What follows belongs to an exercise in optimizing a design on an open flow for small area, a short achievable clock period and few clock cycles; a production flow would make more cautious choices. The RTL was checked by simulation tests, not by an equivalence proof against the original design. No activity file was given, so power comes from the tool's default toggle rates.

`flow/run.sh`:
```
#!/bin/bash
# synth_recipe.tcl (not shown) runs the flow's synth.tcl, then flattens the netlist and writes it again
# the make line also repeats each setting of config.mk as NAME=value (left out here)
make -C /OpenROAD-flow-scripts/flow DESIGN_CONFIG=/design/flow/config.mk WORK_HOME=/design/flow/orfs CLKGATE_MAP_FILE= SYNTH_SCRIPT=/design/flow/synth_recipe.tcl finish
```
`flow/config.mk`:
```
export PLATFORM = sky130hd
export DESIGN_NAME = gaussian_pyramid
export DESIGN_NICKNAME = gaussian_pyramid
export VERILOG_FILES = /design/flow/design.v
export SDC_FILE = /design/flow/constraint.sdc
export NUM_CORES = 8
export LEC_CHECK = 0
export CAP_MARGIN = 20
export CORE_MARGIN = 2
export CORE_UTILIZATION = 40
export SLEW_MARGIN = 20
export SYNTH_MEMORY_MAX_BITS = 16384
```
`flow/constraint.sdc`:
```
create_clock -name core_clock -period 10.0 [get_ports {clk_in}]
set_input_delay 2.0000 -clock core_clock [delete_from_list [all_inputs] [get_ports {clk_in}]]
set_output_delay 2.0000 -clock core_clock [all_outputs]
set_load 0.01 [all_outputs]
```
`flow/design.v`:
```
`timescale 1ns / 1ps
`default_nettype none
module blur_unit #(
    parameter W = 16,
    parameter FREE = 0
) (
    input wire clk_in,
    input wire rst_in,
    input wire in_v,
    input wire [7:0] in_d,
    output logic out_v,
    output logic [7:0] out_d,
    output logic [2*$clog2(W)-1:0] out_addr,
    output logic sub_v  
);
    localparam XW = $clog2(W);
    logic [XW-1:0] ix, iy, fx;
    logic flushing;
    wire tok = in_v | flushing;
    logic [7:0] lb1 [0:W-1];
    logic [7:0] lb2 [0:W-1];
    always_ff @(posedge clk_in) begin
        if (FREE || tok) begin
            lb1[0] <= in_d;
            lb2[0] <= lb1[W-1];
            for (int k = 1; k < W; k++) begin
                lb1[k] <= lb1[k-1];
                lb2[k] <= lb2[k-1];
            end
        end
    end
    wire [7:0] mid = lb1[W-1];
    wire [7:0] top = (in_v && iy == 1) ? mid : lb2[W-1];
    wire [7:0] bot = flushing ? mid : in_d;
    wire [9:0] vsum = {2'b00, top} + {1'b0, mid, 1'b0} + {2'b00, bot};
    wire vtok = (in_v && iy != 0) || flushing;
    logic [9:0] vr;
    logic vv;
    logic [XW-1:0] vx;
    always_ff @(posedge clk_in) begin
        vr <= vsum;
        vx <= flushing ? fx : ix;
        if (rst_in) begin
            ix <= 0;
            iy <= 0;
            fx <= 0;
            flushing <= 0;
            vv <= 0;
        end else begin
            vv <= vtok;
            if (in_v) begin
                ix <= ix + 1'b1;
                if (ix == W-1) begin
                    iy <= iy + 1'b1;
                    if (iy == W-1) flushing <= 1;
                end
            end
            if (flushing) begin
                fx <= fx + 1'b1;
                if (fx == W-1) flushing <= 0;
            end
        end
    end
    logic [9:0] ha, hb;
    logic pend;
    wire [9:0] ta = (vx == 1) ? hb : ha;
    wire [9:0] tc = pend ? hb : vr;
    wire [11:0] hsum = {2'b00, ta} + {1'b0, hb, 1'b0} + {2'b00, tc};
    wire htok = (vv && vx != 0) || pend;
    wire [2*XW-1:0] next_addr = out_addr + out_v;
    always_ff @(posedge clk_in) begin
        if (FREE || vv) begin
            ha <= hb;
            hb <= vr;
        end
        out_d <= hsum[11:4];
        if (rst_in) begin
            pend <= 0;
            out_v <= 0;
            sub_v <= 0;
            out_addr <= 0;
        end else begin
            pend <= vv && vx == W-1;
            out_v <= htok;
            sub_v <= htok && !next_addr[0] && !next_addr[XW];
            out_addr <= next_addr;
        end
    end
endmodule
`default_nettype wire
`timescale 1ns / 1ps
`default_nettype none
module gaussian_pyramid #(
                    parameter BIT_DEPTH = 8,
                    parameter TOP_WIDTH = 16,
                    parameter TOP_HEIGHT = 16
                    ) (
                    input wire clk_in,
                    input wire rst_in,
                    output logic [$clog2(TOP_WIDTH * TOP_HEIGHT)-1:0] ext_read_addr,
                    output logic ext_read_addr_valid,
                    input wire [BIT_DEPTH-1:0] ext_pixel_in,
                    output logic [$clog2(TOP_WIDTH * TOP_HEIGHT)-1:0] O1L1_write_addr,
                    output logic O1L1_write_valid,
                    output logic [BIT_DEPTH-1:0] O1L1_pixel_out,
                    output logic [$clog2(TOP_WIDTH * TOP_HEIGHT)-1:0] O1L2_write_addr,
                    output logic O1L2_write_valid,
                    output logic [BIT_DEPTH-1:0] O1L2_pixel_out,
                    output logic [$clog2(TOP_WIDTH * TOP_HEIGHT)-1:0] O1L3_write_addr,
                    output logic O1L3_write_valid,
                    output logic [BIT_DEPTH-1:0] O1L3_pixel_out,
                    output logic [$clog2(TOP_WIDTH / 2 * TOP_HEIGHT / 2)-1:0] O2L1_write_addr,
                    output logic O2L1_write_valid,
                    output logic [BIT_DEPTH-1:0] O2L1_pixel_out,
                    output logic [$clog2(TOP_WIDTH / 2 * TOP_HEIGHT / 2)-1:0] O2L2_write_addr,
                    output logic O2L2_write_valid,
                    output logic [BIT_DEPTH-1:0] O2L2_pixel_out,
                    output logic [$clog2(TOP_WIDTH / 2 * TOP_HEIGHT / 2)-1:0] O2L3_write_addr,
                    output logic O2L3_write_valid,
                    output logic [BIT_DEPTH-1:0] O2L3_pixel_out,
                    output logic [$clog2(TOP_WIDTH / 4 * TOP_HEIGHT / 4)-1:0] O3L1_write_addr,
                    output logic O3L1_write_valid,
                    output logic [BIT_DEPTH-1:0] O3L1_pixel_out,
                    output logic [$clog2(TOP_WIDTH / 4 * TOP_HEIGHT / 4)-1:0] O3L2_write_addr,
                    output logic O3L2_write_valid,
                    output logic [BIT_DEPTH-1:0] O3L2_pixel_out,
                    output logic [$clog2(TOP_WIDTH / 4 * TOP_HEIGHT / 4)-1:0] O3L3_write_addr,
                    output logic O3L3_write_valid,
                    output logic [BIT_DEPTH-1:0] O3L3_pixel_out,
                    input wire start_in,
                    output logic pyramid_done
                    );
    logic rd_v1, rd_v2;
    always_ff @(posedge clk_in) begin
        if (rst_in) begin
            ext_read_addr_valid <= 0;
            ext_read_addr <= 0;
            rd_v1 <= 0;
            rd_v2 <= 0;
            O1L1_write_valid <= 0;
            O1L1_write_addr <= 0;
        end else begin
            if (start_in) ext_read_addr_valid <= 1;
            else if (ext_read_addr == 8'hff) ext_read_addr_valid <= 0;
            ext_read_addr <= ext_read_addr + ext_read_addr_valid;
            rd_v1 <= ext_read_addr_valid;
            rd_v2 <= rd_v1;
            O1L1_write_valid <= rd_v2;
            O1L1_write_addr <= O1L1_write_addr + O1L1_write_valid;
        end
        O1L1_pixel_out <= ext_pixel_in;
    end
    logic o1_sub, o1l2_sub, o2_sub, o2l2_sub, o3l2_sub, o3l3_sub;
    blur_unit #(.W(16), .FREE(1)) b1 (
        .clk_in(clk_in), .rst_in(rst_in),
        .in_v(O1L1_write_valid), .in_d(O1L1_pixel_out),
        .out_v(O1L2_write_valid), .out_d(O1L2_pixel_out), .out_addr(O1L2_write_addr),
        .sub_v(o1l2_sub));
    blur_unit #(.W(16), .FREE(1)) b2 (
        .clk_in(clk_in), .rst_in(rst_in),
        .in_v(O1L2_write_valid), .in_d(O1L2_pixel_out),
        .out_v(O1L3_write_valid), .out_d(O1L3_pixel_out), .out_addr(O1L3_write_addr),
        .sub_v(o1_sub));
    assign O2L1_write_valid = o1_sub;
    assign O2L1_pixel_out = O1L3_pixel_out;
    assign O2L1_write_addr = {O1L3_write_addr[7:5], O1L3_write_addr[3:1]};
    blur_unit #(.W(8), .FREE(0)) b3 (
        .clk_in(clk_in), .rst_in(rst_in),
        .in_v(o1_sub), .in_d(O1L3_pixel_out),
        .out_v(O2L2_write_valid), .out_d(O2L2_pixel_out), .out_addr(O2L2_write_addr),
        .sub_v(o2l2_sub));
    blur_unit #(.W(8), .FREE(0)) b4 (
        .clk_in(clk_in), .rst_in(rst_in),
        .in_v(O2L2_write_valid), .in_d(O2L2_pixel_out),
        .out_v(O2L3_write_valid), .out_d(O2L3_pixel_out), .out_addr(O2L3_write_addr),
        .sub_v(o2_sub));
    assign O3L1_write_valid = o2_sub;
    assign O3L1_pixel_out = O2L3_pixel_out;
    assign O3L1_write_addr = {O2L3_write_addr[5:4], O2L3_write_addr[2:1]};
    blur_unit #(.W(4), .FREE(0)) b5 (
        .clk_in(clk_in), .rst_in(rst_in),
        .in_v(o2_sub), .in_d(O2L3_pixel_out),
        .out_v(O3L2_write_valid), .out_d(O3L2_pixel_out), .out_addr(O3L2_write_addr),
        .sub_v(o3l2_sub));
    blur_unit #(.W(4), .FREE(0)) b6 (
        .clk_in(clk_in), .rst_in(rst_in),
        .in_v(O3L2_write_valid), .in_d(O3L2_pixel_out),
        .out_v(O3L3_write_valid), .out_d(O3L3_pixel_out), .out_addr(O3L3_write_addr),
        .sub_v(o3l3_sub));
    always_ff @(posedge clk_in) begin
        if (rst_in) pyramid_done <= 0;
        else pyramid_done <= O3L3_write_valid && O3L3_write_addr == 4'hf;
    end
endmodule
`default_nettype wire
```
==> summary.txt, run 1 <==
Slowest stage cell, crit path = clkdlybuf4s50_1
Post-route ant nets = 0
Clock Skew = 0.0216 ns
H-tree levels = 4
Number of global-route vias before repair = 21,100
Mapped Nets = 3,019
CP Cell Sequence = clkdlybuf4s50_1
Power density over the cells = 301 nW/um2
DRC violations left = 0
Full die area = 108,000 um2
HPWL Detailed = 42,700 um
CP max stage delay = 0.67 ns
FFs w/ async S/R, synth = 0%
R2r setup slk = 6.26 ns
Final Net Count = 3,236
Status = timing/DRC/antenna clean
GRT Residual Overflow = 0
CP top delay family = buffers and inverters
Seq/Total Area, Yosys = 71.9%
Max-slew headroom = 30.0%
Total routed wirelength = 65,900 um
Mapped Area = 42,300 um2
Total GRT Usage = 12.4%
Die height = 329 um
Fillcell total = 9,002
Largest net degree at the start of global routing = 91
WP depth = 1
Avg Inst Size Synth = 15.4 um2
Unique masters post-synth = 73
Post-layout util = 47.4%
First-pass GRT wire length = 108,000 um
CTS sink cnt = 1,287
IO Pins = 156
HP Class = reg2reg
Port bufs = 155
Fin cells = 4,462
Clock buffer depth = 3
Vias per cell = 4.54
Worst Path Buf+Inv = 1
CTS clk-pin slew, worst paths = 0.06 ns
Synth Register Bits = 1,287
Crit Path Max Fanout = 9
N_diodes = 0
Slew Limit Fails = 0
P&R area growth vs syn = 17.9%
WP data arrival = 2.06 ns
Worst Path Required = 8.00 ns
Root buffer cell = clkbuf_16
Die width = 329 um
Initial antenna violation count = 2
Routed len/inst = 14.8 um
DR iter-0 viols = 895
CP Launch Type = register
Vias post-DR = 20,300
Fmax = 0.247 GHz
Final setup fails = 0
Worst r2r path cells = 10
LEAKAGE = 19.3 nW
Hold path cells = 0
Placed insts = 4,221
Commonest non-fill, non-tap cell in the layout = dfxtp_1
Hold-fix buffers, CTS = 0
Row count = 119
Number of synthesized flops with an enable pin = 464
Max IR drop VDD = 285 uV
Routability congestion estimate from global placement = 0.775
Prevailing post-synth register cell = dfxtp_1
Unrepaired setup endpoints after global routing = false
Synthesis Warnings = 10
CTS tree = yes
Setup TNS = 0 ns
WS Path Type = reg2out
Max Cap Violations = 0
Final period utilization = 40.6%
Worst slew pin tran = 1.05 ns
Most frequent cells in the layout = 823 x dfxtp_1, 464 x edfxtp_1, 186 x inv_1, 162 x nor2_1, 160 x ha_1
DRT Pass-1 Iters = 4
Postcts setup bufs = 0
Post-Syn Instances = 2,746
Initial Util = 40.2%
Share of cells above drive strength 1 = 11.4%
Post_cts resized = 0
Core area = 105,000 um2
CTS buffer count = 131
Clk Latency, worst-skew pair = 0.72 ns
Final hold vios = 0
Synth top area cells = dfxtp_1 39%, edfxtp_1 33%, fa_1 4.8%
CP endpoint kind = output port
Area leader, netlist = dfxtp_1
Tmin final = 4.06 ns
Yosys top cell area share = 39.0%
## metrics by stage
| stage | setup WS [ns] | power [mW] | hold WS, ns | cell area [um2] |
|---|---|---|---|---|
| 6_report | 5.94 | 15.0 | 0.309 | 49800 |
| 5_1_grt | 5.81 | 15.9 | 0.313 | 49800 |
| 4_1_cts | 5.86 | 15.3 | 0.309 | 49800 |
| 3_5_place_dp | 6.16 | 10.1 | 0.312 | 45200 |
| 3_3_place_gp | 6.19 | 10.0 | 0.310 | 45200 |
| 2_1_floorplan | 6.63 | 9.07 | 0.310 | 42300 |
## cell families (layout without fill, tap and decap cells)
logic type | count (synthesis) | count (layout) | synth area share [%]
multiplexers | 224 | 224 | 5.65
AO/OA/AOI/OAI | 205 | 205 | 3.24
AND/OR/NAND/NOR | 370 | 370 | 4.24
XOR/XNOR | 134 | 134 | 2.78
adder cells (fa/ha/maj) | 262 | 262 | 9.56
buffers and inverters | 264 | 589 | 2.62
flip-flops | 1287 | 1287 | 71.9
## cell type report
type | count | area [um2] | area share (%)
clock buffer | 184 | 3800 | 7.62
clock inverter | 57 | 820 | 1.64
inverter | 186 | 698 | 1.40
multi-input combinational | 1195 | 10800 | 21.6
sequential | 1287 | 30400 | 61.0
tap | 1391 | 1740 | 3.49
timing repair buffer | 162 | 1610 | 3.22
## layer usage
layer / GRT usage (%) / wire length [um]
met2: 20.2 / 31300
met1: 16.0 / 29900
met4: 5.14 / 1720
met5: 0 / 0
met3: 2.91 / 2970
## where the power goes
group,internal [mW],switching (mW),total [mW]
logic,1.52,1.58,3.11
clock network,3.04,2.03,5.07
registers,6.37,0.480,6.85
## registers in the layout, summed over array words and instances, names as in the netlist, 64 cells and up
name    flops
b1.lb1    128
b1.lb2    128
b2.lb1    128
b2.lb2    128
b3.lb1     64
b3.lb2     64
b4.lb1     64
b4.lb2     64
## worst paths after layout
kind,from,endpoint
max,b1.out_v$_SDFF_PP0_,O1L2_write_valid
min,b2.lb2[6][0]$_DFF_P_,b2.lb2[7][0]$_DFF_P_
max reg2reg,b1.out_v$_SDFF_PP0_,b2.vr[9]$_DFF_P_
min reg2reg,b2.lb2[6][0]$_DFF_P_,b2.lb2[7][0]$_DFF_P_
## synthesized netlist by cell type (5+ instances only)
library cell and instances:
a21oi_1 77, o21ai_0 33, a21o_1 23, edfxtp_1 464
clkbuf_1 31, mux2_2 116, nor2_1 162, mux2i_1 108
nand2_1 52, nor3_1 15, inv_1 186, or2_2 5
buf_4 28, and3_1 11, ha_1 160, xor2_1 57
nor2b_1 30, nand3_1 39, xnor2_1 77, o21a_1 12
nand4_1 12, o21bai_1 13, dfxtp_1 823, nand2b_1 12
fa_1 102, buf_2 5, buf_1 13
Testbench counts, summed over its fixed seeds: cycles 7,392.
==> run 2: changes to the inputs <==
--- a/flow/design.v
+++ b/flow/design.v
@@ -8,13 +8,16 @@
     input wire rst_in,
     input wire in_v,
     input wire [7:0] in_d,
+    input wire [2*$clog2(W)-1:0] in_addr,  
     output logic out_v,
     output logic [7:0] out_d,
     output logic [2*$clog2(W)-1:0] out_addr,
     output logic sub_v  
 );
     localparam XW = $clog2(W);
-    logic [XW-1:0] ix, iy, fx;
+    wire [XW-1:0] ix = in_addr[XW-1:0];
+    wire [XW-1:0] iy = in_addr[2*XW-1:XW];
+    logic [XW-1:0] fx;
     logic flushing;
     wire tok = in_v | flushing;
     logic [7:0] lb1 [0:W-1];
@@ -22,7 +25,7 @@
     always_ff @(posedge clk_in) begin
         if (FREE || tok) begin
             lb1[0] <= in_d;
-            lb2[0] <= lb1[W-1];
+            lb2[0] <= (iy == 0) ? in_d : lb1[W-1];
             for (int k = 1; k < W; k++) begin
                 lb1[k] <= lb1[k-1];
                 lb2[k] <= lb2[k-1];
@@ -30,31 +33,24 @@
         end
     end
     wire [7:0] mid = lb1[W-1];
-    wire [7:0] top = (in_v && iy == 1) ? mid : lb2[W-1];
+    wire [7:0] top = lb2[W-1];
     wire [7:0] bot = flushing ? mid : in_d;
     wire [9:0] vsum = {2'b00, top} + {1'b0, mid, 1'b0} + {2'b00, bot};
     wire vtok = (in_v && iy != 0) || flushing;
+    wire [XW-1:0] vxn = flushing ? fx : ix;
     logic [9:0] vr;
-    logic vv;
-    logic [XW-1:0] vx;
+    logic vv, vx0, vxl;
     always_ff @(posedge clk_in) begin
         vr <= vsum;
-        vx <= flushing ? fx : ix;
+        vx0 <= vxn == 0;
+        vxl <= vxn == W-1;
         if (rst_in) begin
-            ix <= 0;
-            iy <= 0;
             fx <= 0;
             flushing <= 0;
             vv <= 0;
         end else begin
             vv <= vtok;
-            if (in_v) begin
-                ix <= ix + 1'b1;
-                if (ix == W-1) begin
-                    iy <= iy + 1'b1;
-                    if (iy == W-1) flushing <= 1;
-                end
-            end
+            if (in_v && ix == W-1 && iy == W-1) flushing <= 1;
             if (flushing) begin
                 fx <= fx + 1'b1;
                 if (fx == W-1) flushing <= 0;
@@ -63,14 +59,13 @@
     end
     logic [9:0] ha, hb;
     logic pend;
-    wire [9:0] ta = (vx == 1) ? hb : ha;
     wire [9:0] tc = pend ? hb : vr;
-    wire [11:0] hsum = {2'b00, ta} + {1'b0, hb, 1'b0} + {2'b00, tc};
-    wire htok = (vv && vx != 0) || pend;
+    wire [11:0] hsum = {2'b00, ha} + {1'b0, hb, 1'b0} + {2'b00, tc};
+    wire htok = (vv && !vx0) || pend;
     wire [2*XW-1:0] next_addr = out_addr + out_v;
     always_ff @(posedge clk_in) begin
         if (FREE || vv) begin
-            ha <= hb;
+            ha <= vx0 ? vr : hb;
             hb <= vr;
         end
         out_d <= hsum[11:4];
@@ -80,7 +75,7 @@
             sub_v <= 0;
             out_addr <= 0;
         end else begin
-            pend <= vv && vx == W-1;
+            pend <= vv && vxl;
             out_v <= htok;
             sub_v <= htok && !next_addr[0] && !next_addr[XW];
             out_addr <= next_addr;
@@ -153,12 +148,12 @@
     logic o1_sub, o1l2_sub, o2_sub, o2l2_sub, o3l2_sub, o3l3_sub;
     blur_unit #(.W(16), .FREE(1)) b1 (
         .clk_in(clk_in), .rst_in(rst_in),
-        .in_v(O1L1_write_valid), .in_d(O1L1_pixel_out),
+        .in_v(O1L1_write_valid), .in_d(O1L1_pixel_out), .in_addr(O1L1_write_addr),
         .out_v(O1L2_write_valid), .out_d(O1L2_pixel_out), .out_addr(O1L2_write_addr),
         .sub_v(o1l2_sub));
     blur_unit #(.W(16), .FREE(1)) b2 (
         .clk_in(clk_in), .rst_in(rst_in),
-        .in_v(O1L2_write_valid), .in_d(O1L2_pixel_out),
+        .in_v(O1L2_write_valid), .in_d(O1L2_pixel_out), .in_addr(O1L2_write_addr),
         .out_v(O1L3_write_valid), .out_d(O1L3_pixel_out), .out_addr(O1L3_write_addr),
         .sub_v(o1_sub));
     assign O2L1_write_valid = o1_sub;
@@ -166,12 +161,12 @@
     assign O2L1_write_addr = {O1L3_write_addr[7:5], O1L3_write_addr[3:1]};
     blur_unit #(.W(8), .FREE(0)) b3 (
         .clk_in(clk_in), .rst_in(rst_in),
-        .in_v(o1_sub), .in_d(O1L3_pixel_out),
+        .in_v(o1_sub), .in_d(O1L3_pixel_out), .in_addr(O2L1_write_addr),
         .out_v(O2L2_write_valid), .out_d(O2L2_pixel_out), .out_addr(O2L2_write_addr),
         .sub_v(o2l2_sub));
     blur_unit #(.W(8), .FREE(0)) b4 (
         .clk_in(clk_in), .rst_in(rst_in),
-        .in_v(O2L2_write_valid), .in_d(O2L2_pixel_out),
+        .in_v(O2L2_write_valid), .in_d(O2L2_pixel_out), .in_addr(O2L2_write_addr),
         .out_v(O2L3_write_valid), .out_d(O2L3_pixel_out), .out_addr(O2L3_write_addr),
         .sub_v(o2_sub));
     assign O3L1_write_valid = o2_sub;
@@ -179,12 +174,12 @@
     assign O3L1_write_addr = {O2L3_write_addr[5:4], O2L3_write_addr[2:1]};
     blur_unit #(.W(4), .FREE(0)) b5 (
         .clk_in(clk_in), .rst_in(rst_in),
-        .in_v(o2_sub), .in_d(O2L3_pixel_out),
+        .in_v(o2_sub), .in_d(O2L3_pixel_out), .in_addr(O3L1_write_addr),
         .out_v(O3L2_write_valid), .out_d(O3L2_pixel_out), .out_addr(O3L2_write_addr),
         .sub_v(o3l2_sub));
     blur_unit #(.W(4), .FREE(0)) b6 (
         .clk_in(clk_in), .rst_in(rst_in),
-        .in_v(O3L2_write_valid), .in_d(O3L2_pixel_out),
+        .in_v(O3L2_write_valid), .in_d(O3L2_pixel_out), .in_addr(O3L2_write_addr),
         .out_v(O3L3_write_valid), .out_d(O3L3_pixel_out), .out_addr(O3L3_write_addr),
         .sub_v(o3l3_sub));
     always_ff @(posedge clk_in) begin
==> run 2 against run 1 <==
- via count down 8.1%
- cell count fell by 8.9%
- hold slack worse by 0.016 ns
- critical path type unchanged
==> summary.txt, run 2 <==
Status = timing/DRC/antenna clean
Critical R2R Capture = b4.vr[7]$_DFF_P_
Slew Limit Fails = 0
CP top delay family = buffers and inverters
Row count = 115
Most common cell in the synthesized netlist = dfxtp_1
Post-route ant nets = 0
Total GRT Usage = 12.8%
CP Cell Sequence = clkdlybuf4s50_1
WS Path Type = reg2out
Mapped Area = 40,000 um2
Unrepaired setup endpoints after global routing = false
Hold path cells = 0
Post-synth top cells = 781 x dfxtp_1, 464 x edfxtp_1, 190 x mux2_2
Yosys top cell area share = 39.1%
Seq pwr share = 46.7%
WP depth = 1
Clock buffer depth = 3
Prevailing post-synth register cell = dfxtp_1
Routed len/inst = 15.9 um
Switch share = 27.6%
Max-slew headroom = 36.0%
Slowest stage cell, crit path = clkdlybuf4s50_1
H-tree levels = 3
Vias post-DR = 18,600
Largest net degree at the start of global routing = 94
Core area = 98,700 um2
CTS tree = yes
Synthesis Warnings = 10
IO Pins = 156
Full die area = 102,000 um2
Fillcell total = 8,319
Seq/Total Area, Yosys = 74.0%
Power density over the cells = 309 nW/um2
Final period utilization = 39.7%
Worst setup path end = O3L1_pixel_out[4]
First-pass GRT wire length = 104,000 um
Worst Path Required = 8.00 ns
Total routed wirelength = 64,600 um
CTS buffer count = 120
P&R area growth vs syn = 17.1%
Share of cells above drive strength 1 = 14.3%
Final Net Count = 2,925
Clock share of power = 30.5%
DR iter-0 viols = 980
Clk Latency, worst-skew pair = 0.70 ns
Number of global-route vias before repair = 19,400
Clock Skew = 0.0359 ns
Max IR drop VDD = 189 uV
CTS clk-pin slew, worst paths = 0.06 ns
Crit Path Max Fanout = 5
Routability congestion estimate from global placement = 0.774
Commonest non-fill, non-tap cell in the layout = dfxtp_1
Hold-fix buffers, CTS = 0
Die width = 320 um
Net Switching = 3.99 mW
Final setup fails = 0
Post-layout util = 47.4%
CTS sink cnt = 1,245
Number of synthesized flops with an enable pin = 464
Mapped Nets = 2,701
Synth top area cells = dfxtp_1 39%, edfxtp_1 35%, mux2_2 5.4%
Port bufs = 155
Postcts setup bufs = 0
Vias per cell = 4.58
Final hold vios = 0
Fmax = 0.252 GHz
FFs w/ async S/R, synth = 0%
Initial antenna violation count = 2
CP Launch Point = b4.out_d[4]$_DFF_P_
DRT Pass-1 Iters = 4
Worst Path Buf+Inv = 1
Unique masters post-synth = 54
Max Cap Violations = 0
DRC violations left = 0
CP Launch Type = register
WP data arrival = 1.97 ns
Gate power share = 22.8%
Avg Inst Size Synth = 16.3 um2
GRT Residual Overflow = 0
Internal Power = 10.5 mW
Worst slew pin tran = 0.958 ns
CP max stage delay = 0.80 ns
HP Class = reg2reg
HPWL Detailed = 43,400 um
Most frequent cells in the layout = 781 x dfxtp_1, 464 x edfxtp_1, 190 x mux2_2, 154 x clkdlybuf4s50_1, 152 x nor2_1
CP endpoint kind = output port
Post_cts resized = 0
R2r setup slk = 6.58 ns
Reg2Reg Launch Point = b4.flushing$_SDFF_PP0_
Worst r2r path cells = 9
Die height = 320 um
Area leader, netlist = dfxtp_1
Synth Register Bits = 1,245
Setup TNS = 0 ns
Post-Syn Instances = 2,456
LEAKAGE = 17.7 nW
Tmin final = 3.97 ns
Root buffer cell = clkbuf_16
Initial Util = 40.5%
run 2: power by group through the flow:
stage	clock network [mW]	registers, mW	logic (mW)
after floorplan	0	6.68	2.39
after global placement	0	6.86	3.31
after detailed placement	0	6.89	3.36
after CTS	4.55	6.79	3.39
after global routing	4.75	6.87	3.75
final	4.41	6.75	3.30
run 2: worst min-delay path by stage:
stage / endpoint / startpoint / slack, ns
floorplan: b1.lb1[10][0]$_DFF_P_ / b1.lb1[9][0]$_DFF_P_ / 0.31
global placement: b2.lb1[12][4]$_DFF_P_ / b2.lb1[11][4]$_DFF_P_ / 0.31
detailed placement: b1.lb2[8][7]$_DFF_P_ / b1.lb2[7][7]$_DFF_P_ / 0.31
CTS: b1.lb2[5][6]$_DFF_P_ / b1.lb2[4][6]$_DFF_P_ / 0.30
global route: b1.lb2[7][6]$_DFF_P_ / b1.lb2[6][6]$_DFF_P_ / 0.31
finish: b1.lb2[5][6]$_DFF_P_ / b1.lb2[4][6]$_DFF_P_ / 0.29
run 2: cell type report:
| type | instances | area [um2] | area share [%] |
|---|---|---|---|
| well taps | 1287 | 1610 | 3.44 |
| multi-input cells | 1072 | 9790 | 20.9 |
| clock inverters | 54 | 543 | 1.16 |
| repair buffers | 163 | 1610 | 3.45 |
| inverters | 78 | 293 | 0.626 |
| clock buffers | 165 | 3380 | 7.22 |
| flip-flops and latches | 1245 | 29600 | 63.2 |
| diodes | 1 | 2.50 | 0.00535 |
run 2: routing by layer:
| layer | global-route usage [%] | share of wire (%) | wire length, um | vias to the layer above |
|---|---|---|---|---|
| li1 | - | - | - | 9028 |
| met2 | 20.5 | 46 | 29600 | 325 |
| met1 | 16.8 | 45 | 29200 | 9158 |
| met5 | 0 | 0 | 0 | - |
| met3 | 3.70 | 6.3 | 4090 | 121 |
| met4 | 4.23 | 2.7 | 1740 | 0 |
run 2: logic make-up (layout without fill, tap and decap cells):
kind of cell / Yosys count / count (layout) / synth area share, %
and+or+nand+nor: 315 / 315 / 3.70
muxes: 216 / 216 / 6.00
DFF: 1245 / 1245 / 74.0
other: 0 / 1 / 0
buffers and inverters: 139 / 460 / 1.55
adders and majority gates: 234 / 234 / 9.24
AOI/OAI and AO/OA: 192 / 192 / 3.03
xor gates and xnor gates: 115 / 115 / 2.52
run 2: stage by stage:
stage | worst slack (ns) | std cells | hold WS [ns] | power, mW | area (um2)
floorplan | 6.96 | 2456 | 0.310 | 9.07 | 40000
global placement | 6.64 | 3845 | 0.310 | 10.2 | 42900
detailed placement | 6.60 | 3845 | 0.312 | 10.2 | 42900
CTS | 5.94 | 4064 | 0.299 | 14.7 | 46800
global route | 5.87 | 4064 | 0.308 | 15.4 | 46800
finish | 6.03 | 4065 | 0.293 | 14.5 | 46800
Testbench counts of run 2, summed over its fixed seeds: cycles 7,392.
==> run 3: changes to the inputs <==
==> flow/flow/run.sh (new file) <==
#!/bin/bash
set -euo pipefail
bash standard.sh \
  SETUP_SLACK_MARGIN=7 \
  "BUFFER_PORTS_ARGS=-buffer_cell sky130_fd_sc_hd__buf_2" \
  "CTS_ARGS=-sink_clustering_enable -repair_clock_nets -dont_use_dummy_load" \
  finish > standard_flow.log 2>&1
==> flow/standard.sh (new file) <==
#!/bin/bash
# synth_recipe.tcl (not shown) runs the flow's synth.tcl, then flattens the netlist and writes it again
# the make line also repeats each setting of config.mk as NAME=value (left out here)
make -C /OpenROAD-flow-scripts/flow DESIGN_CONFIG=/design/flow/config.mk WORK_HOME=/design/flow/orfs CLKGATE_MAP_FILE= SYNTH_SCRIPT=/design/flow/synth_recipe.tcl "${@:-finish}"
removed: flow/run.sh
==> run 3 against run 2 <==
- still clean on timing, DRC and antenna
- register-to-register slack improved by 0.54 ns
- critical path depth did not move
- worst setup slack improved by 0.73 ns
- hold slack improved by 0.011 ns
- flip-flop and latch count did not move
- fmax rose by 22%
- sequential share of layout area rose by 0.13 points
- largest power group unchanged
==> summary.txt, run 3 <==
Status = timing/DRC/antenna clean
HPWL Detailed = 43,100 um
Hold_sp = b2.lb1[5][4]$_DFF_P_
CTS buffer count = 116
Placed inst area = 42,100 um2
Pwr Total = 13.9 mW
Full die area = 102,000 um2
Final cell area excluding filler cells = 47,300 um2
Area leader, netlist = dfxtp_1
Clk Latency, worst-skew pair = 0.67 ns
Reg2Reg Launch Point = b3.lb1[7][1]$_DFFE_PP_
Mapped Area = 40,000 um2
Mapped Nets = 2,701
CTS clk-pin slew, worst paths = 0.06 ns
Max IR drop VDD = 161 uV
Synthesis Warnings = 10
Final period utilization = 32.4%
Clock Skew = 0.0389 ns
H-tree levels = 3
Unrepaired setup endpoints after global routing = true
Commonest non-fill, non-tap cell in the layout = dfxtp_1
Final setup fails = 0
Avg Inst Size Synth = 16.3 um2
Port bufs = 155
CP top delay family = flip-flops
Slew Limit Fails = 0
Share of cells above drive strength 1 = 26.7%
Synth Register Bits = 1,245
Max-slew headroom = 32.8%
Prevailing post-synth register cell = dfxtp_1
Post-synthesis adder-cell area fraction = 9.24%
IO Pins = 156
Die width = 320 um
Final hold vios = 0
DRT Pass-1 Iters = 6
Routed len/inst = 16.4 um
Vias post-DR = 19,100
Slowest stage cell, crit path = dfxtp_4
P&R area growth vs syn = 18.4%
Tmin final = 3.24 ns
First-pass GRT wire length = 107,000 um
Number of synthesized flops with an enable pin = 464
GRT Residual Overflow = 0
Routability congestion estimate from global placement = 0.766
Hold path cells = 0
FFs w/ async S/R, synth = 0%
DR iter-0 viols = 992
Synth Area in Compound Gates = 3.03%
Worst Path Buf+Inv = 1
Setup TNS = 0 ns
Worst slew pin tran = 1.01 ns
Synth Area in XOR/XNOR = 2.52%
Total routed wirelength = 67,100 um
Place WS = 6.58 ns
Post-synth top cells = 781 x dfxtp_1, 464 x edfxtp_1, 190 x mux2_2
CP Launch Point = b4.out_d[3]$_DFF_P_
Vias per cell = 4.67
Initial antenna violation count = 0
Fin worst setup slack = 6.76 ns
Seq/Total Area, Yosys = 74.0%
Root buffer cell = clkbuf_16
Max Cap Violations = 0
Unique masters post-synth = 54
CP Cell Sequence = buf_8
LEAKAGE = 18.3 nW
CTS sink cnt = 1,245
Main combinational cell family by area after synthesis = adder cells
Row count = 115
CTS tree = yes
HP Class = reg2reg
CP max stage delay = 0.42 ns
DRC violations left = 0
WP data arrival = 1.24 ns
CP Launch Type = register
Worst r2r path cells = 9
WP depth = 1
Synth top area cells = dfxtp_1 39%, edfxtp_1 35%, mux2_2 5.4%
N_diodes = 0
Yosys top cell area share = 39.1%
Most common cell in the synthesized netlist = dfxtp_1
Post-route ant nets = 0
Most frequent cells in the layout = 655 x dfxtp_1, 464 x edfxtp_1, 190 x mux2_2, 152 x nor2_1, 138 x buf_4
Worst Path Required = 8.00 ns
Largest net degree at the start of global routing = 101
Hold-fix buffers, CTS = 0
Synth Area in Simple Gates = 3.70%
Fmax = 0.308 GHz
CP endpoint kind = output port
Die height = 320 um
WS Path Type = reg2out
Initial Util = 40.5%
Multiplexer share of the synthesized area = 6.00%
Post-layout util = 48.0%
Post-Syn Instances = 2,456
Clock buffer depth = 3
Final Net Count = 3,051
Total GRT Usage = 13.3%
Crit Path Max Fanout = 5
Power density over the cells = 294 nW/um2
Number of global-route vias before repair = 19,600
Core area = 98,700 um2
[run 3: cell types whose count changed in the layout (fill, tap and decap cells not counted), moves of 7 or more]
cell,delta
buf_2,+14
buf_4,+130
buf_6,+136
bufinv_16,-8
clkbuf_1,-26
clkbuf_16,-7
clkbuf_8,-14
clkdlybuf4s50_1,-154
clkinv_1,-9
clkinv_2,-23
dfxtp_1,-126
dfxtp_2,+29
dfxtp_4,+97
[run 3: path summary, 6_finish.rpt]
path | to | slack, ns
min reg2reg | b2.lb1[6][4]$_DFF_P_ | 0.30
max reg2reg | b3.vr[7]$_DFF_P_ | 7.12
min | b2.lb1[6][4]$_DFF_P_ | 0.30
max | O3L1_pixel_out[3] | 6.76
[run 3: cell families after synthesis]
kind of cell             Yosys count
flip-flops                      1245
AND/OR/NAND/NOR                  315
adder cells (fa/ha/maj)          234
multiplexers                     216
AO/OA/AOI/OAI                    192
buffers and inverters            139
XOR/XNOR                         115
[run 3: area by class of cell]
cell class                 instances  area [um2]
multi-input combinational       1072        9840
tap                             1287        1610
clock buffer                     116        2900
inverter                          78         293
sequential                      1245       30000
fill                            8291       51400
timing repair buffer             293        2720
[run 3: power breakdown]
group	leakage [nW]	total, mW	switching [mW]	internal, mW
sequential	10.8	6.79	0.474	6.32
combinational	6.08	3.49	1.74	1.75
clock	1.43	3.63	1.62	2.02
[run 3: routing by layer]
metal  part of all wire, %  GRT usage (%)  vias to the layer above
li1                      -              -                     9205
met1                    46           17.5                     9429
met2                    46           21.1                      335
met3                   5.7           3.87                      120
met4                   2.4           4.19                        0
met5                     0              0                        -
[run 3: through the flow]
| stage | std cells | hold slack (ns) |
|---|---|---|
| 4_1_cts | 4068 | 0.300 |
| 6_report | 4091 | 0.305 |
| 3_5_place_dp | 3844 | 0.312 |
| 2_1_floorplan | 2456 | 0.310 |
| 3_3_place_gp | 3844 | 0.310 |
| 5_1_grt | 4091 | 0.311 |
[run 3: what timing repair did]
item | CTS | global route
pin swaps | 0 | 0
resized for setup | 389 | 26
buffers inserted | 108 | 22
endpoints found under the setup margin | 177 | 171
gates cloned | 0 | 0
hold endpoints to repair | 0 | 0
==> run 4: changes to the inputs <==
==> flow/flow/run.sh (replaced) <==
#!/bin/bash
set -euo pipefail
bash standard.sh SETUP_SLACK_MARGIN=7 BUFFER_PORTS_ARGS=-buffer_cell\ sky130_fd_sc_hd__buf_2 CTS_ARGS=-sink_clustering_enable\ -repair_clock_nets\ -dont_use_dummy_load finish > standard_flow.log 2>&1
--- a/flow/config.mk
+++ b/flow/config.mk
@@ -7,6 +7,6 @@
 export LEC_CHECK = 0
 export CAP_MARGIN = 20
 export CORE_MARGIN = 2
-export CORE_UTILIZATION = 40
+export CORE_UTILIZATION = 60
 export SLEW_MARGIN = 20
 export SYNTH_MEMORY_MAX_BITS = 16384
==> run 4 against run 3 <==
- still clean
- non-clock buffer count fell by 4
- count of clock-buffer cells in the layout is 2 lower
- hold slack worse by 0.027 ns
- first-iteration DRC count grew 5.4%
- combinational power decreased by 2%
- via count decreased by 0.46%
- flip-flop and latch count stayed put
- critical path type unchanged
- largest cell class unchanged
==> summary.txt, run 4 <==
Clk Latency, worst-skew pair = 0.68 ns
Vias post-DR = 19,000
CTS tree = yes
Post-synth top cells = 781 x dfxtp_1, 464 x edfxtp_1, 190 x mux2_2
Fin cells = 3,662
WP data arrival = 1.17 ns
CP endpoint kind = output port
HPWL Detailed = 40,200 um
Mapped Area = 40,000 um2
LEAKAGE = 18.2 nW
Final setup fails = 0
Routed len/inst = 17.5 um
Multi-input gate area = 9820 um2
Total GRT Usage = 19.0%
Final Net Count = 3,045
Slowest stage cell, crit path = dfxtp_4
DRT Pass-1 Iters = 5
Mapped Nets = 2,701
H-tree levels = 3
Unique masters post-synth = 54
WS Path Type = reg2out
Synth Register Bits = 1,245
CP Cell Sequence = buf_6
Yosys top cell area share = 39.1%
Full die area = 68,700 um2
Port bufs = 155
Power density over the cells = 295 nW/um2
DRC violations left = 0
Slew Limit Fails = 0
Crit Path Max Fanout = 5
Commonest non-fill, non-tap cell in the layout = dfxtp_1
FF+latch area = 30,000 um2
Seq/Total Area, Yosys = 74.0%
Placed inst area = 41,600 um2
Post-layout util = 70.9%
Final hold vios = 0
Clock buffer depth = 3
Post-Syn Instances = 2,456
Setup TNS = 0 ns
Fillcell total = 4,185
Tmin final = 3.17 ns
Core area = 65,900 um2
P&R area growth vs syn = 16.9%
Die width = 262 um
N_diodes = 0
DR iter-0 viols = 1,046
Row count = 94
Synthesis Warnings = 10
CTS clk-pin slew, worst paths = 0.06 ns
Fmax = 0.316 GHz
Post-route ant nets = 0
Initial Util = 60.7%
Worst Path Required = 8.00 ns
Final period utilization = 31.7%
HP Class = reg2reg
Most frequent cells in the layout = 650 x dfxtp_1, 464 x edfxtp_1, 190 x mux2_2, 152 x nor2_1, 146 x buf_6
Die height = 262 um
First-pass GRT wire length = 102,000 um
Initial antenna violation count = 1
Status = timing/DRC/antenna clean
Synth top area cells = dfxtp_1 39%, edfxtp_1 35%, mux2_2 5.4%
Worst hold margin = 0.278 ns
Share of cells above drive strength 1 = 26.7%
Max IR drop VDD = 196 uV
Final cell area excluding filler cells = 46,700 um2
Number of synthesized flops with an enable pin = 464
Avg Inst Size Synth = 16.3 um2
Unrepaired setup endpoints after global routing = true
CTS buffer count = 114
Total routed wirelength = 64,200 um
Worst slew pin tran = 1.04 ns
CP max stage delay = 0.42 ns
Area leader, netlist = dfxtp_1
Vias per cell = 5.19
CP top delay family = flip-flops
CTS sink cnt = 1,245
Number of global-route vias before repair = 19,300
Worst Path Buf+Inv = 1
GRT Residual Overflow = 0
CP Launch Type = register
Max-slew headroom = 30.7%
Most common cell in the synthesized netlist = dfxtp_1
Largest net degree at the start of global routing = 92
Prevailing post-synth register cell = dfxtp_1
Routability congestion estimate from global placement = 0.776
IO Pins = 156
FFs w/ async S/R, synth = 0%
Placed insts = 3,421
Root buffer cell = clkbuf_16
Max Cap Violations = 0
Clock Skew = 0.0759 ns
-- run 4: cell types whose count changed in the layout (fill, tap and decap cells not counted), sizes merged --
cell / previous run / this run
buf: 293 / 289
clkbuf: 116 / 114
-- run 4: area by class of cell --
type	count	area share, %
inverter	78	0.627
tap	864	2.31
sequential	1245	64.1
multi-input combinational	1072	21.0
timing repair buffer	289	5.80
clock buffer	114	6.11
-- run 4: final timing paths --
check	end	depth (start not counted)	slack, ns	from
max	O2L1_pixel_out[7]	1	6.83	b2.out_d[7]$_DFF_P_
min	b1.lb2[4][3]$_DFF_P_	0	0.28	b1.lb2[3][3]$_DFF_P_
max reg2reg	b1.vr[7]$_DFF_P_	11	7.11	O1L1_pixel_out[1]$_DFF_P_
min reg2reg	b1.lb2[4][3]$_DFF_P_	0	0.28	b1.lb2[3][3]$_DFF_P_
-- run 4: through the flow --
stage | power (mW) | worst slack (ns)
floorplan | 9.07 | 7.03
global placement | 9.89 | 6.61
detailed placement | 9.97 | 6.56
CTS | 13.9 | 6.77
global route | 14.6 | 6.78
finish | 13.8 | 6.83
-- run 4: kinds of logic (layout without fill, tap and decap cells) --
| logic type | count (synthesis) | in the layout | synth area share, % |
|---|---|---|---|
| AO/OA/AOI/OAI | 192 | 192 | 3.03 |
| XOR/XNOR | 115 | 115 | 2.52 |
| flip-flops | 1245 | 1245 | 74.0 |
| buffers and inverters | 139 | 481 | 1.55 |
| adder cells (fa/ha/maj) | 234 | 234 | 9.24 |
| AND/OR/NAND/NOR | 315 | 315 | 3.70 |
| multiplexers | 216 | 216 | 6.00 |
-- run 4: metal layers --
layer  vias up  GRT usage [%]  wire, um
met4         0           5.68      1240
li1       9174              -         -
met2       329           31.3     31100
met3        96           3.40      2970
met5         -              0         0
met1      9402           26.0     29000
-- run 4: repair_timing --
item,4_1_cts,5_1_grt
hold buffers,0,0
pin swaps,0,2
endpoints found under the setup margin,168,171
buffers inserted,104,23
resized for setup,360,32
-- run 4: power by group --
part	leakage (nW)	internal (mW)	switching, mW
logic	6.06	1.74	1.66
registers	10.8	6.32	0.473
clock network	1.40	1.98	1.61
total	18.2	10.0	3.75
==> run 5: changes to the inputs <==
--- a/flow/config.mk
+++ b/flow/config.mk
@@ -8,5 +8,6 @@
 export CAP_MARGIN = 20
 export CORE_MARGIN = 2
 export CORE_UTILIZATION = 60
+export PLACE_DENSITY = 0.75
 export SLEW_MARGIN = 20
 export SYNTH_MEMORY_MAX_BITS = 16384
==> run 5 against run 4 <==
- highest routed layer unchanged
- hold slack better by 0.020 ns
- sequential share of layout area about the same
- sequential power about the same
==> summary.txt, run 5 <==
CTS sink cnt = 1,245
Max-slew headroom = 31.0%
Unrepaired setup endpoints after global routing = true
Critical R2R Capture = b4.vr[7]$_DFF_P_
Worst Path Required = 8.00 ns
Mapped Area = 40,000 um2
Status = timing/DRC/antenna clean
Final Net Count = 3,049
Initial antenna violation count = 1
IO Pins = 156
Post-synth top cells = 781 x dfxtp_1, 464 x edfxtp_1, 190 x mux2_2
HPWL Detailed = 38,700 um
Post-route ant nets = 0
Vias post-DR = 19,300
HP Class = reg2reg
Synthesis Warnings = 10
Post-layout util = 71.0%
Crit Path Max Fanout = 5
Most common cell in the synthesized netlist = dfxtp_1
Final period utilization = 31.9%
DRT Pass-1 Iters = 5
Worst r2r path cells = 11
DRC violations left = 0
Initial Util = 60.7%
Routability congestion estimate from global placement = 0.770
WS Path Type = reg2out
Prevailing post-synth register cell = dfxtp_1
R2r setup slk = 7.05 ns
N_diodes = 0
Number of global-route vias before repair = 20,100
CP endpoint kind = output port
Post-Syn Instances = 2,456
Most frequent cells in the layout = 654 x dfxtp_1, 464 x edfxtp_1, 190 x mux2_2, 152 x nor2_1, 143 x buf_6
Worst slew pin tran = 1.03 ns
Final setup fails = 0
Reg2Reg Launch Point = b3.out_d[1]$_DFF_P_
Power density over the cells = 297 nW/um2
CTS buffer count = 113
Yosys top cell area share = 39.1%
Die width = 262 um
Avg Inst Size Synth = 16.3 um2
Hold-fix buffers, CTS = 0
Total routed wirelength = 65,600 um
Mapped Nets = 2,701
WP data arrival = 1.19 ns
Worst Path Buf+Inv = 1
DR iter-0 viols = 1,179
Largest net degree at the start of global routing = 101
CP top delay family = flip-flops
CP max stage delay = 0.41 ns
Hold_sp = b1.lb1[7][1]$_DFF_P_
Tmin final = 3.19 ns
Die height = 262 um
Synth Register Bits = 1,245
Row count = 94
Place WS = 6.60 ns
Max Cap Violations = 0
Synth top area cells = dfxtp_1 39%, edfxtp_1 35%, mux2_2 5.4%
Unique masters post-synth = 54
Hold EP = b1.lb1[8][1]$_DFF_P_
Vias per cell = 5.27
Fin worst setup slack = 6.81 ns
CP Launch Type = register
Share of cells above drive strength 1 = 26.8%
Port bufs = 155
CP Cell Sequence = buf_6
GRT Residual Overflow = 0
Total GRT Usage = 19.4%
Full die area = 68,700 um2
LEAKAGE = 18.3 nW
Hold path cells = 0
Setup TNS = 0 ns
Slew Limit Fails = 0
Core area = 65,900 um2
FFs w/ async S/R, synth = 0%
First-pass GRT wire length = 104,000 um
CTS tree = yes
Fmax = 0.313 GHz
Commonest non-fill, non-tap cell in the layout = dfxtp_1
Clock Skew = 0.0464 ns
Root buffer cell = clkbuf_16
Area leader, netlist = dfxtp_1
H-tree levels = 3
Final hold vios = 0
Slowest stage cell, crit path = dfxtp_4
Number of synthesized flops with an enable pin = 464
Clk Latency, worst-skew pair = 0.66 ns
P&R area growth vs syn = 16.9%
Seq/Total Area, Yosys = 74.0%
CTS clk-pin slew, worst paths = 0.07 ns
Clock buffer depth = 3
Max IR drop VDD = 216 uV
Routed len/inst = 17.9 um
run 5: kinds of logic after synthesis:
group	after synthesis	synth area share, %
adder cells (fa/ha/maj)	234	9.24
AO/OA/AOI/OAI	192	3.03
AND/OR/NAND/NOR	315	3.70
buffers and inverters	139	1.55
XOR/XNOR	115	2.52
flip-flops	1245	74.0
multiplexers	216	6.00
run 5: power breakdown:
| part | switching (mW) | leakage (nW) | total, mW | internal [mW] |
|---|---|---|---|---|
| Combinational | 1.74 | 6.09 | 3.49 | 1.75 |
| Sequential | 0.481 | 10.8 | 6.80 | 6.32 |
| Clock | 1.61 | 1.39 | 3.58 | 1.97 |
| Total | 3.82 | 18.3 | 13.9 | 10.0 |
run 5: worst max-delay path by stage:
| stage | slack (ns) | endpoint | startpoint | cells after the start |
|---|---|---|---|---|
| CTS | 6.77 | O2L3_pixel_out[5] | b4.out_d[5]$_DFF_P_ | 1 |
| global route | 6.76 | O1L3_pixel_out[1] | b2.out_d[1]$_DFF_P_ | 1 |
| detailed placement | 6.60 | b1.vr[7]$_DFF_P_ | b1.flushing$_SDFF_PP0_ | 9 |
| floorplan | 7.03 | b6.out_d[5]$_DFF_P_ | b6.pend$_SDFF_PP0_ | 9 |
| global placement | 6.69 | b3.vr[7]$_DFF_P_ | b3.flushing$_SDFF_PP0_ | 9 |
| finish | 6.81 | O1L3_pixel_out[1] | b2.out_d[1]$_DFF_P_ | 1 |
run 5: timing repair:
item / 4_1_cts / 5_1_grt
pin swaps: 0 / 2
setup buffers: 110 / 22
hold endpoints to repair: 0 / 0
setup endpoints to repair: 176 / 173
gates resized for setup: 344 / 36
run 5: layout make-up:
cell class	count	area, um2
Sequential cell	1245	30000
Tap cell	864	1080
Inverter	78	293
Multi-Input combinational cell	1072	9860
Clock buffer	113	2830
Timing Repair Buffer	294	2730
Fill cell	3995	19100
run 5: metal layers:
metal | track usage [%] | up-vias | wire length (um)
met5 | 0 | - | 0
met4 | 5.74 | 0 | 1370
met3 | 3.46 | 108 | 3140
met2 | 33.2 | 413 | 32500
met1 | 25.4 | 9631 | 28600
li1 | - | 9177 | -
run 5: through the flow:
stage                     cell area [um2]  power [mW]  hold slack (ns)  std cells
after floorplan                     40000        9.07            0.310       2456
after global placement              41600        9.85            0.310       3420
after detailed placement            41600        9.98            0.312       3420
after CTS                           46400        13.9            0.305       3643
after global routing                46700        14.7            0.302       3666
final                               46700        13.9            0.298       3666
==> run 6: changes to the inputs <==
--- a/flow/config.mk
+++ b/flow/config.mk
@@ -7,7 +7,6 @@
 export LEC_CHECK = 0
 export CAP_MARGIN = 20
 export CORE_MARGIN = 2
-export CORE_UTILIZATION = 60
-export PLACE_DENSITY = 0.75
+export CORE_UTILIZATION = 75
 export SLEW_MARGIN = 20
 export SYNTH_MEMORY_MAX_BITS = 16384
==> run 6 against run 5 <==
- worst setup slack got worse by 0.069 ns
- hold slack got worse by 0.014 ns
- clock power is 1% higher
- area after synthesis is the same
- die area fell by 20%
- clock skew up 0.025 ns
- critical path type unchanged
- critical endpoint is now O2L1_pixel_out[4]
- largest power group unchanged
==> summary.txt, run 6 <==
Clk Latency, worst-skew pair = 0.66 ns
CP max stage delay = 0.45 ns
Row count = 84
LEAKAGE = 18.3 nW
Unrepaired setup endpoints after global routing = true
Yosys top cell area share = 39.1%
Unique masters post-synth = 54
CTS buffer count = 109
Fillcell total = 1,940
Worst Path Buf+Inv = 1
Root buffer cell = clkbuf_16
Area leader, netlist = dfxtp_1
FF+latch area = 30,000 um2
First-pass GRT wire length = 128,000 um
CP endpoint kind = output port
Vias per cell = 5.96
Worst Path Required = 8.00 ns
DR iter-0 viols = 1,714
DRT Pass-1 Iters = 6
Most frequent cells in the layout = 653 x dfxtp_1, 464 x edfxtp_1, 190 x mux2_2, 152 x nor2_1, 151 x buf_4
Clock buffer depth = 3
CP Launch Type = register
Gate power share = 27.1%
Tmin final = 3.26 ns
CP Cell Sequence = buf_6
Final hold vios = 0
Number of global-route vias before repair = 22,100
Initial antenna violation count = 5
Most common cell in the synthesized netlist = dfxtp_1
Total GRT Usage = 30.6%
Setup TNS = 0 ns
CP top delay family = flip-flops
Full die area = 55,200 um2
Routed len/inst = 25.3 um
Largest net degree at the start of global routing = 87
Synthesis Warnings = 10
Mapped Area = 40,000 um2
IO Pins = 156
HP Class = reg2reg
Worst slew pin tran = 1.04 ns
Clock Skew = 0.0709 ns
Share of cells above drive strength 1 = 27.3%
Post-route ant nets = 0
FFs w/ async S/R, synth = 0%
Max Cap Violations = 0
Post-synth top cells = 781 x dfxtp_1, 464 x edfxtp_1, 190 x mux2_2
Port bufs = 155
Number of synthesized flops with an enable pin = 464
WP data arrival = 1.26 ns
Seq/Total Area, Yosys = 74.0%
Multi-input gate area = 9880 um2
Power density over the cells = 311 nW/um2
Clock share of power = 25.1%
P&R area growth vs syn = 16.4%
Final period utilization = 32.6%
Slowest stage cell, crit path = dfxtp_4
Initial Util = 75.9%
Worst hold margin = 0.284 ns
HPWL Detailed = 42,000 um
DRC violations left = 0
Synth Register Bits = 1,245
CTS clk-pin slew, worst paths = 0.06 ns
Max-slew headroom = 30.9%
Commonest non-fill, non-tap cell in the layout = dfxtp_1
Post-Syn Instances = 2,456
Max IR drop VDD = 270 uV
Die height = 235 um
WS Path Type = reg2out
H-tree levels = 3
Routability congestion estimate from global placement = 0.775
Avg Inst Size Synth = 16.3 um2
Final Net Count = 3,057
Crit Path Max Fanout = 4
Prevailing post-synth register cell = dfxtp_1
Synth top area cells = dfxtp_1 39%, edfxtp_1 35%, mux2_2 5.4%
Post-layout util = 88.4%
CTS tree = yes
Seq pwr share = 47.7%
Switch share = 30.5%
Fmax = 0.307 GHz
Final setup fails = 0
Core area = 52,700 um2
Status = timing/DRC/antenna clean
CTS sink cnt = 1,245
GRT Residual Overflow = 0
Mapped Nets = 2,701
Net Switching = 4.40 mW
Slew Limit Fails = 0
Vias post-DR = 20,900
Total routed wirelength = 88,600 um
Die width = 235 um
Internal Power = 10.1 mW
[run 6: cell counts after synthesis]
No cell type changed its count.
[run 6: path summary, 6_finish.rpt]
kind | cells past startpoint | end | startpoint | slack, ns
max | 1 | O2L1_pixel_out[4] | b2.out_d[4]$_DFF_P_ | 6.74
min | 0 | b2.lb2[12][3]$_DFF_P_ | b2.lb2[11][3]$_DFF_P_ | 0.28
max reg2reg | 10 | b1.vr[7]$_DFF_P_ | O1L1_pixel_out[1]$_DFF_P_ | 6.86
min reg2reg | 0 | b2.lb2[12][3]$_DFF_P_ | b2.lb2[11][3]$_DFF_P_ | 0.28
[run 6: what timing repair did]
item / CTS / global route
endpoints found under the setup margin: 187 / 176
hold buffers: 0 / 0
setup buffers: 119 / 25
hold endpoints to repair: 0 / 0
gates resized for setup: 379 / 35
pin swaps: 0 / 3
[run 6: through the flow]
stage | setup slack, ns | instance area [um2] | instances | total power [mW]
after floorplan | 7.03 | 40000 | 2456 | 9.07
after global placement | 6.58 | 41300 | 3245 | 9.81
after detailed placement | 6.48 | 41300 | 3245 | 9.99
after CTS | 6.71 | 46300 | 3473 | 14.0
after global routing | 6.73 | 46500 | 3498 | 15.0
final | 6.74 | 46500 | 3499 | 14.5
[run 6: final cells by class]
type                       instances  share of cell area (%)
antenna                            1                 0.00538
clock buffer                     109                    5.86
inverter                          78                   0.629
multi-input combinational       1072                    21.2
sequential                      1245                    64.4
tap                              688                    1.85
timing repair buffer             306                    6.02
[run 6: power groups by stage]
| stage | Combinational [mW] | Sequential (mW) | Clock (mW) |
|---|---|---|---|
| final | 3.92 | 6.90 | 3.63 |
| after global routing | 4.25 | 6.97 | 3.81 |
| after CTS | 3.56 | 6.86 | 3.59 |
| after detailed placement | 3.07 | 6.91 | 0 |
| after global placement | 2.95 | 6.86 | 0 |
| after floorplan | 2.39 | 6.68 | 0 |
[run 6: kinds of logic after synthesis]
kind of cell	count (synthesis)	share of synthesized area (%)
fa+ha+maj	234	9.24
flops	1245	74.0
compound gates	192	3.03
simple gates	315	3.70
buf+inv	139	1.55
xor+xnor	115	2.52
mux	216	6.00
[run 6: metal layers]
layer	track usage [%]	vias up	part of all wire, %
met2	54.3	905	52
met1	36.7	10400	37
met3	5.38	361	5.8
met5	0	-	0.030
li1	-	9196	-
met4	13.5	4	5.6
==> run 7: changes to the inputs <==
==> flow/flow/run.sh (replaced) <==
#!/bin/bash
set -euo pipefail
bash standard.sh SETUP_SLACK_MARGIN=7 BUFFER_PORTS_ARGS=-buffer_cell\ sky130_fd_sc_hd__buf_2 CTS_ARGS=-sink_clustering_enable\ -repair_clock_nets\ -dont_use_dummy_load\ -sink_clustering_size\ 25\ -sink_clustering_max_diameter\ 50 finish > standard_flow.log 2>&1
--- a/flow/config.mk
+++ b/flow/config.mk
@@ -7,6 +7,6 @@
 export LEC_CHECK = 0
 export CAP_MARGIN = 20
 export CORE_MARGIN = 2
-export CORE_UTILIZATION = 75
+export CORE_UTILIZATION = 70
 export SLEW_MARGIN = 20
 export SYNTH_MEMORY_MAX_BITS = 16384
==> run 7 against run 6 <==
- critical endpoint is now O3L1_pixel_out[4]
- still clean
- utilization down 7.0 points
- critical path type unchanged
- combinational power is about 10% lower
- first-iteration DRC count is 38% lower
- flip-flop and latch count unchanged
==> summary.txt, run 7 <==
DRT Pass-1 Iters = 4
Max-slew headroom = 30.4%
Commonest non-fill, non-tap cell in the layout = dfxtp_1
Placed insts = 3,312
Worst Path Required = 8.00 ns
Worst slew pin tran = 1.04 ns
Die height = 243 um
Root buffer cell = clkbuf_16
DRC violations left = 0
Worst Path Buf+Inv = 1
Mapped Nets = 2,701
Fin cells = 3,535
CP Launch Point = b4.out_d[4]$_DFF_P_
Worst hold margin = 0.299 ns
First-pass GRT wire length = 110,000 um
Unrepaired setup endpoints after global routing = true
Area leader, netlist = dfxtp_1
P&R area growth vs syn = 14.8%
Routability congestion estimate from global placement = 0.787
Vias per cell = 5.46
Setup TNS = 0 ns
Clk Latency, worst-skew pair = 0.62 ns
Core area = 56,400 um2
FFs w/ async S/R, synth = 0%
Tmin final = 3.17 ns
Routed len/inst = 19.6 um
GRT Residual Overflow = 0
Multi-input gate area = 9860 um2
Final hold vios = 0
Seq/Total Area, Yosys = 74.0%
CP Cell Sequence = buf_6
Prevailing post-synth register cell = dfxtp_1
Total GRT Usage = 23.9%
DR iter-0 viols = 1,062
Fmax = 0.315 GHz
Slew Limit Fails = 0
Final setup fails = 0
Number of global-route vias before repair = 20,100
Post-layout util = 81.4%
CTS clk-pin slew, worst paths = 0.09 ns
N_diodes = 0
CTS tree = yes
CP max stage delay = 0.43 ns
Total routed wirelength = 69,400 um
Crit Path Max Fanout = 5
Power density over the cells = 290 nW/um2
Post-route ant nets = 0
Vias post-DR = 19,300
Full die area = 59,000 um2
Avg Inst Size Synth = 16.3 um2
Share of cells above drive strength 1 = 26.0%
CTS buffer count = 83
CP Launch Type = register
Port bufs = 155
CP endpoint kind = output port
LEAKAGE = 17.9 nW
Clock Skew = 0.0632 ns
IO Pins = 156
Unique masters post-synth = 54
Reg2Reg Launch Point = O1L1_pixel_out[1]$_DFF_P_
Synth Register Bits = 1,245
Hold path cells = 0
Most common cell in the synthesized netlist = dfxtp_1
Final period utilization = 31.7%
Mapped Area = 40,000 um2
Initial Util = 70.9%
Initial antenna violation count = 0
Yosys top cell area share = 39.1%
Hold_sp = b1.lb2[1][2]$_DFF_P_
WS Path Type = reg2out
Number of synthesized flops with an enable pin = 464
HP Class = reg2reg
CTS sink cnt = 1,245
Fillcell total = 2,918
Most frequent cells in the layout = 658 x dfxtp_1, 464 x edfxtp_1, 190 x mux2_2, 152 x nor2_1, 146 x buf_4
Row count = 87
Worst r2r path cells = 10
Largest net degree at the start of global routing = 101
WP data arrival = 1.17 ns
HPWL Detailed = 40,000 um
Hold-fix buffers, CTS = 0
H-tree levels = 3
FF+latch area = 30,000 um2
Max Cap Violations = 0
Clock buffer depth = 3
Status = timing/DRC/antenna clean
Post-Syn Instances = 2,456
Die width = 243 um
Synth top area cells = dfxtp_1 39%, edfxtp_1 35%, mux2_2 5.4%
Synthesis Warnings = 10
WP depth = 1
Post-synth top cells = 781 x dfxtp_1, 464 x edfxtp_1, 190 x mux2_2
Final Net Count = 3,026
CP top delay family = flip-flops
Slowest stage cell, crit path = dfxtp_4
Pwr Total = 13.3 mW
Max IR drop VDD = 221 uV
[run 7: through the flow]
stage	setup WS (ns)	area [um2]
6_report	6.83	45900
5_1_grt	6.77	45900
4_1_cts	6.78	45600
3_5_place_dp	6.67	41400
3_3_place_gp	6.76	41400
2_1_floorplan	7.03	40000
[run 7: repair_timing]
| action | 4_1_cts | 5_1_grt |
|---|---|---|
| endpoints found under the setup margin | 173 | 173 |
| hold endpoints to repair | 0 | 0 |
| buffers inserted | 110 | 29 |
| gates resized for setup | 361 | 21 |
| pin swaps | 0 | 0 |
[run 7: area by class of cell]
type                    instances  share of cell area, %
repair buffers                301                   6.00
flip-flops and latches       1245                   65.3
inverters                      78                  0.638
clock buffers                  83                   4.53
well taps                     756                   2.06
multi-input cells            1072                   21.5
[run 7: final timing paths]
check	end	slack [ns]
max	O3L1_pixel_out[4]	6.83
min	b1.lb2[2][2]$_DFF_P_	0.30
max reg2reg	b1.vr[7]$_DFF_P_	7.09
min reg2reg	b1.lb2[2][2]$_DFF_P_	0.30
[run 7: power by group]
| group | internal, mW | leakage [nW] | switching, mW | total (mW) |
|---|---|---|---|---|
| registers | 6.31 | 10.8 | 0.490 | 6.80 |
| logic | 1.76 | 6.11 | 1.75 | 3.52 |
| clock network | 1.47 | 1.02 | 1.52 | 2.98 |
| total | 9.54 | 17.9 | 3.76 | 13.3 |
[run 7: cells by family (layout without fill, tap and decap cells)]
logic type / Yosys count / count (layout) / share of synthesized area [%]
simple gates: 315 / 315 / 3.70
compound gates: 192 / 192 / 3.03
buf+inv: 139 / 462 / 1.55
flops: 1245 / 1245 / 74.0
mux: 216 / 216 / 6.00
fa+ha+maj: 234 / 234 / 9.24
xor+xnor: 115 / 115 / 2.52
[run 7: worst reg2reg max path, delay by kind of cell (launching register included)]
family / cells / cell delay (ns)
DFF: 1 / 0.36
AOI/OAI and AO/OA: 4 / 0.82
muxes: 1 / 0.27
and+or+nand+nor: 1 / 0.12
adders and majority gates: 3 / 1.07
buffers and inverters: 1 / 0.15
[run 7: layer usage]
layer | vias up | global-route usage [%] | part of all wire (%)
li1 | 9121 | - | -
met1 | 9635 | 31.7 | 43
met2 | 440 | 41.3 | 50
met3 | 113 | 4.14 | 4.5
met4 | 0 | 6.33 | 2.5
met5 | - | 0 | 0
==> run 8: changes to the inputs <==
==> flow/flow/run.sh (replaced) <==
#!/bin/bash
set -euo pipefail
bash standard.sh SETUP_SLACK_MARGIN=6.0 BUFFER_PORTS_ARGS=-buffer_cell\ sky130_fd_sc_hd__buf_2 CTS_ARGS=-sink_clustering_enable\ -repair_clock_nets\ -dont_use_dummy_load\ -sink_clustering_size\ 30\ -sink_clustering_max_diameter\ 60 finish > standard_flow.log 2>&1
--- a/flow/config.mk
+++ b/flow/config.mk
@@ -7,6 +7,6 @@
 export LEC_CHECK = 0
 export CAP_MARGIN = 20
 export CORE_MARGIN = 2
-export CORE_UTILIZATION = 70
+export CORE_UTILIZATION = 60
 export SLEW_MARGIN = 20
 export SYNTH_MEMORY_MAX_BITS = 16384
==> run 8 against run 7 <==
- still clean on timing, DRC and antenna
- total power fell by 6.5%
- design area fell by 5.7%
- hold slack got worse by 0.017 ns
- area after synthesis did not move
- via count fell by 6.5%
- critical endpoint unchanged
- highest routed layer unchanged
==> summary.txt, run 8 <==
Hold EP = b2.lb2[14][0]$_DFF_P_
Row count = 94
Hold-fix buffers, CTS = 0
Die width = 262 um
DR iter-0 viols = 1,047
CTS buffer count = 67
Max Cap Violations = 0
HPWL Detailed = 39,800 um
Clock Skew = 0.0598 ns
Routed len/inst = 16.9 um
Post-synth top cells = 781 x dfxtp_1, 464 x edfxtp_1, 190 x mux2_2
Unrepaired setup endpoints after global routing = false
DRC violations left = 0
Worst Path Buf+Inv = 1
Routability congestion estimate from global placement = 0.796
Initial antenna violation count = 1
CP Cell Sequence = buf_2
Synth top area cells = dfxtp_1 39%, edfxtp_1 35%, mux2_2 5.4%
Prevailing post-synth register cell = dfxtp_1
DRT Pass-1 Iters = 4
Slew Limit Fails = 0
Synthesis Warnings = 10
Avg Inst Size Synth = 16.3 um2
R2r setup slk = 6.67 ns
P&R area growth vs syn = 8.18%
WS Path Type = reg2out
CP endpoint kind = output port
Crit Path Max Fanout = 5
CTS tree = yes
Status = timing/DRC/antenna clean
Unique masters post-synth = 54
Power density over the cells = 287 nW/um2
Area leader, netlist = dfxtp_1
Fin cells = 3,488
Final setup fails = 0
Commonest non-fill, non-tap cell in the layout = dfxtp_1
Number of synthesized flops with an enable pin = 464
Setup TNS = 0 ns
Initial Util = 60.7%
CP Launch Type = register
CP Launch Point = b4.out_d[4]$_DFF_P_
Total routed wirelength = 58,800 um
Postcts setup bufs = 0
Max-slew headroom = 32.8%
Fillcell total = 4,641
Root buffer cell = clkbuf_16
Final period utilization = 34.5%
Placed insts = 3,421
FF+latch area = 29,600 um2
Number of global-route vias before repair = 18,100
CP max stage delay = 0.60 ns
Final Net Count = 2,871
Slowest stage cell, crit path = dfxtp_1
Hold_sp = b2.lb2[13][0]$_DFF_P_
CTS sink cnt = 1,245
FFs w/ async S/R, synth = 0%
Synth Register Bits = 1,245
Final hold vios = 0
Clk Latency, worst-skew pair = 0.62 ns
Post-route ant nets = 0
First-pass GRT wire length = 94,100 um
Mapped Nets = 2,701
Multi-input gate area = 9800 um2
Reg2Reg Launch Point = b5.flushing$_SDFF_PP0_
Net Switching = 3.48 mW
Post-Syn Instances = 2,456
Core area = 65,900 um2
WP data arrival = 1.45 ns
Seq/Total Area, Yosys = 74.0%
Clock share of power = 21.2%
Hold path cells = 0
Vias post-DR = 18,100
Critical R2R Capture = b5.vr[9]$_DFF_P_
Most common cell in the synthesized netlist = dfxtp_1
Share of cells above drive strength 1 = 16.6%
Yosys top cell area share = 39.1%
Mapped Area = 40,000 um2
Worst r2r path cells = 9
Clock buffer depth = 3
Switch share = 28.0%
Largest net degree at the start of global routing = 78
Post_cts resized = 0
Gate power share = 24.5%
HP Class = reg2reg
Seq pwr share = 54.4%
Worst Path Required = 8.00 ns
Max IR drop VDD = 200 uV
Internal Power = 8.95 mW
Most frequent cells in the layout = 781 x dfxtp_1, 464 x edfxtp_1, 190 x mux2_2, 154 x buf_2, 151 x nor2_1
H-tree levels = 3
LEAKAGE = 16.7 nW
GRT Residual Overflow = 0
Worst slew pin tran = 1.01 ns
Fmax = 0.290 GHz
Total GRT Usage = 17.5%
Vias per cell = 5.18
CTS clk-pin slew, worst paths = 0.10 ns
Full die area = 68,700 um2
Port bufs = 155
Tmin final = 3.45 ns
CP top delay family = flip-flops
IO Pins = 156
N_diodes = 0
Die height = 262 um
[run 8: cells by family (layout without fill, tap and decap cells)]
family                     count (synthesis)  after routing  synth area share, %
and+or+nand+nor                          315            315                 3.70
DFF                                     1245           1245                 74.0
AOI/OAI and AO/OA                        192            192                 3.03
buffers and inverters                    139            307                 1.55
muxes                                    216            216                 6.00
xor gates and xnor gates                 115            115                 2.52
adders and majority gates                234            234                 9.24
[run 8: area by class of cell]
cell class                      count  share of cell area [%]
Clock buffer                       67                    3.88
Inverter                           78                   0.677
Multi-Input combinational cell   1072                    22.7
Sequential cell                  1245                    68.4
Tap cell                          864                    2.50
Timing Repair Buffer              162                    1.92
[run 8: power groups by stage]
stage               Combinational (mW)  Sequential, mW  Clock (mW)
floorplan                         2.39            6.68           0
global placement                  3.03            6.88           0
detailed placement                3.08            6.90           0
CTS                               3.11            6.80        2.72
global route                      3.49            6.88        2.88
finish                            3.04            6.76        2.63
[run 8: worst max-delay path by stage]
stage / endpoint / slack, ns / cells after the start
after detailed placement: b4.sub_v$_SDFF_PP0_ / 6.51 / 4
after global placement: b4.sub_v$_SDFF_PP0_ / 6.55 / 4
after global routing: b6.vr[7]$_DFF_P_ / 6.40 / 10
final: O3L1_pixel_out[4] / 6.55 / 1
after CTS: O1L3_pixel_out[1] / 6.49 / 1
after floorplan: b3.lb1[0][0]$_DFFE_PP_ / 6.96 / 3
[run 8: metal layers]
metal	vias to the layer above	track usage, %	share of wire (%)
met4	0	4.94	2.4
met3	99	3.29	3.7
met2	240	28.4	47
met1	8907	24.4	47
li1	8807	-	-
met5	-	0	0
[run 8: per-stage QoR]
stage	power [mW]	cell area, um2	hold WS (ns)	utilization (%)	setup slack, ns
detailed placement	9.99	41600	0.312	63.1	6.51
global route	13.3	43200	0.290	65.7	6.40
finish	12.4	43200	0.282	65.7	6.55
CTS	12.6	43200	0.285	65.7	6.49
floorplan	9.07	40000	0.310	-	6.96
global placement	9.91	41600	0.310	63.1	6.55
